This design comes from an exercise in tuning for small area, a short achievable clock period and few clock cycles per item on the open sky130 flow, not from production work.
RTL that was checked went through simulation tests only; none was proved equivalent to the original.

== lane 1 ==
// atan
module atan
(
    input                       clk         ,
    input                       rst_n       ,
    input                       trig        ,
    output                      vld         ,
    input       signed  [16:0]  para_in     ,
    output      signed  [11:0]  atany
);
Size in the first run: ~33 I/O pins, roughly 0.0062 sq mm of cells after synthesis.
==> flow/config.mk <==
export PLATFORM = sky130hd
export DESIGN_NAME = atan
export DESIGN_NICKNAME = atan
export VERILOG_FILES = /design/flow/design.v
export SDC_FILE = /design/flow/constraint.sdc
export NUM_CORES = 4
export LEC_CHECK = 0
export ABC_AREA = 1
export CAP_MARGIN = 20
export CORE_MARGIN = 2
export CORE_UTILIZATION = 50
export SETUP_SLACK_MARGIN = 3
export SLEW_MARGIN = 20
==> flow/constraint.sdc <==
create_clock -name core_clock -period 6.0 [get_ports {clk}]
set_input_delay 1.2000 -clock core_clock [delete_from_list [all_inputs] [get_ports {clk}]]
set_output_delay 1.2000 -clock core_clock [all_outputs]
set_load 0.01 [all_outputs]
run.sh (not shown) runs the stock make flow with config.mk's settings and CLKGATE_MAP_FILE= SYNTH_SCRIPT=/design/flow/synth_recipe.tcl, a recipe that flattens the netlist after the stock synthesis.
Testbench counts of lane 1, summed over its fixed seeds: cycles 24,008, items 2,400.
> inputs changed (lane 1 -> lane 2)
diff --git a/flow/config.mk b/flow/config.mk
--- a/flow/config.mk
+++ b/flow/config.mk
@@ -6,8 +6,7 @@
 export NUM_CORES = 4
 export LEC_CHECK = 0
-export ABC_AREA = 1
 export CAP_MARGIN = 20
 export CORE_MARGIN = 2
-export CORE_UTILIZATION = 50
-export SETUP_SLACK_MARGIN = 3
+export CORE_UTILIZATION = 40
+export SETUP_SLACK_MARGIN = 4
 export SLEW_MARGIN = 20
### Flow results
Lane 2 has completed all stages; timing, DRC and antenna checks passed. Total die area up 19% in lane 2 wrt lane 1. Number of cells after detailed placement, lane 1 and lane 2, higher one = lane 1. Compared with lane 1, the router placed fewer vias in lane 2. NOTE fmax lane 1->lane 2 decreased by a little under 10%. Number of violations reported at the end of detailed-routing iteration 0 ends up lower on lane 1. Lane 2 vs lane 1: data required time at the worst endpoint up. Diff lane 1 -> lane 2 | share of the yosys chip area belonging to registers | increase of 0.88 points. Lane 1 reports its category of the most critical setup path as reg -> out while lane 2 reports reg -> reg. Final critical-path share of the clock period, lane 1 and lane 2, higher one = lane 2.
The inputs of lane 3 differ from those of lane 2 as listed below.
==> flow/flow/run.sh (new file) <==
#!/bin/bash
# Own layout flow: the standard flow (standard.sh, ORFS) with one change:
# the port buffers are the smallest buffer cell (every port still gets one).
# The make run writes its full output to a log of its own in this folder.
set -euo pipefail
here=$(pwd)
bash standard.sh \
  "BUFFER_PORTS_ARGS=-buffer_cell sky130_fd_sc_hd__buf_1" \
  finish > "$here/flow_make.log" 2>&1
==> flow/standard.sh (new file) <==
#!/bin/bash
# synth_recipe.tcl (not shown) runs the flow's synth.tcl, then flattens the netlist and writes it again
# the make line also repeats each setting of config.mk as NAME=value (left out here)
make -C /OpenROAD-flow-scripts/flow DESIGN_CONFIG=/design/flow/config.mk WORK_HOME=/design/flow/orfs CLKGATE_MAP_FILE= SYNTH_SCRIPT=/design/flow/synth_recipe.tcl "${@:-finish}"
diff --git a/flow/config.mk b/flow/config.mk
--- a/flow/config.mk
+++ b/flow/config.mk
@@ -6,7 +6,9 @@
 export NUM_CORES = 4
 export LEC_CHECK = 0
+export ABC_AREA = 1
 export CAP_MARGIN = 20
 export CORE_MARGIN = 2
 export CORE_UTILIZATION = 40
-export SETUP_SLACK_MARGIN = 4
+export CTS_BUF_LIST = sky130_fd_sc_hd__clkbuf_4
+export SETUP_SLACK_MARGIN = 3
 export SLEW_MARGIN = 20
removed: flow/run.sh
==> run notes <==
Lane 3 ended up with a higher setup slack than lane 2 did.
The lower final area came out of lane 3.
In lane 3, global-route usage is lower than in lane 2.
In lane 3, the clock transition at the registers of the reported paths came out 0.06 ns above the value in lane 2.
What lane 4 does differently from lane 3 at the input level:
==> flow/run.sh (new file) <==
#!/bin/bash
# synth_recipe.tcl (not shown) runs the flow's synth.tcl, then flattens the netlist and writes it again
# the make line also repeats each setting of config.mk as NAME=value (left out here)
make -C /OpenROAD-flow-scripts/flow DESIGN_CONFIG=/design/flow/config.mk WORK_HOME=/design/flow/orfs CLKGATE_MAP_FILE= SYNTH_SCRIPT=/design/flow/synth_recipe.tcl finish
removed: flow/flow/run.sh
removed: flow/standard.sh
### Flow results
Of the two candidates, lane 3 has the worse smallest setup slack after layout and lane 4 the better one.
Total number of tap cells essentially unchanged between lane 3 and lane 4.
Summary — routed wire length, lane 4 relative to lane 3: lower, by about 1.4%.
The data arrival time of the worst path number comes out higher for lane 3 vs lane 4.
Comparing lane 4 and lane 3, first-iteration DRC count is higher on lane 4.

========
== oak ==
atan, a different RTL version from the one above (not shown whole).
Size: ~760 cells after synthesis, roughly 65 flip-flops, ~33 I/O pins, ~0.0061 mm2 of cells after synthesis.
Settings: LEC_CHECK=0, CAP_MARGIN=20, CORE_MARGIN=2, CORE_UTILIZATION=40, SETUP_SLACK_MARGIN=3, SLEW_MARGIN=20; clock period 6.0 ns.
Stock flow here: none of the scripts above is used.
oak was carried through to the last stage, and its layout satisfied the timing, DRC and antenna checks.
> inputs changed (oak -> pine)
- swapping 3 for 2.5 in SETUP_SLACK_MARGIN
--- outcome ---
Fraction of area in clock buffers and inverters: pine and oak compared, higher one is pine. Number of nets at the end of the flow for pine is lower than for oak. Comparing the two runs side by side, pine comes out behind oak on worst setup slack. Cmp pine vs oak: cell area reported after detailed placement lower in pine. oak reports its critical-path cell with the highest stage delay as sky130_fd_sc_hd__dfxtp_4 while pine reports sky130_fd_sc_hd__or3_4. pine against oak: global-route wire length before repair now sits lower, met1 global-route usage has decreased, final worst-path cycle share was more or less identical.
Function was not checked in any run of this note: the RTL went through the layout flow alone.

## separate check: timing with driven ports
How much do the figures lean on ideal ports? The routed layouts below were timed once more, with nothing changed but the port constraints. Step 1 sets driving cells, clkbuf_16 on the clock port and buf_2 on the other inputs (assumed; they add their load-dependent delay and slew). Step 2 moves the port delays by t, midway between the first and last clock arrival at a register: inputs arrive t later, outputs are due t later. That takes back most of the time a late clock gives input paths. Slacks: ideal / step 1 / step 2; pairs: ideal / step 1.
run | t (ns) | setup WS [ns] | worst setup path after step 2 | clock arrival spread, ns | worst data-port slew with drivers (ns)
lane 1 | 0.386 | 3.091 / 3.049 / 2.772 | input to register | 0.013 / 0.013 | 0.04
lane 2 | 0.383 | 2.817 / 2.817 / 2.753 | input to register | 0.014 / 0.013 | 0.03
lane 3 | 0.477 | 3.022 / 2.987 / 2.647 | input to register | 0.016 / 0.016 | 0.04
lane 4 | 0.480 | 3.096 / 3.061 / 2.748 | input to register | 0.018 / 0.018 | 0.03
oak | 0.379 | 1.776 / 1.735 / 2.113 | register to output | 0.009 / 0.009 | 0.03
pine | 0.383 | 1.773 / 1.730 / 2.113 | register to output | 0.006 / 0.006 | 0.03
After both steps every run listed still meets setup and hold. The setup slack of lane 3, which loses most, moves by -0.035 ns with the drivers and by -0.375 ns with both steps.
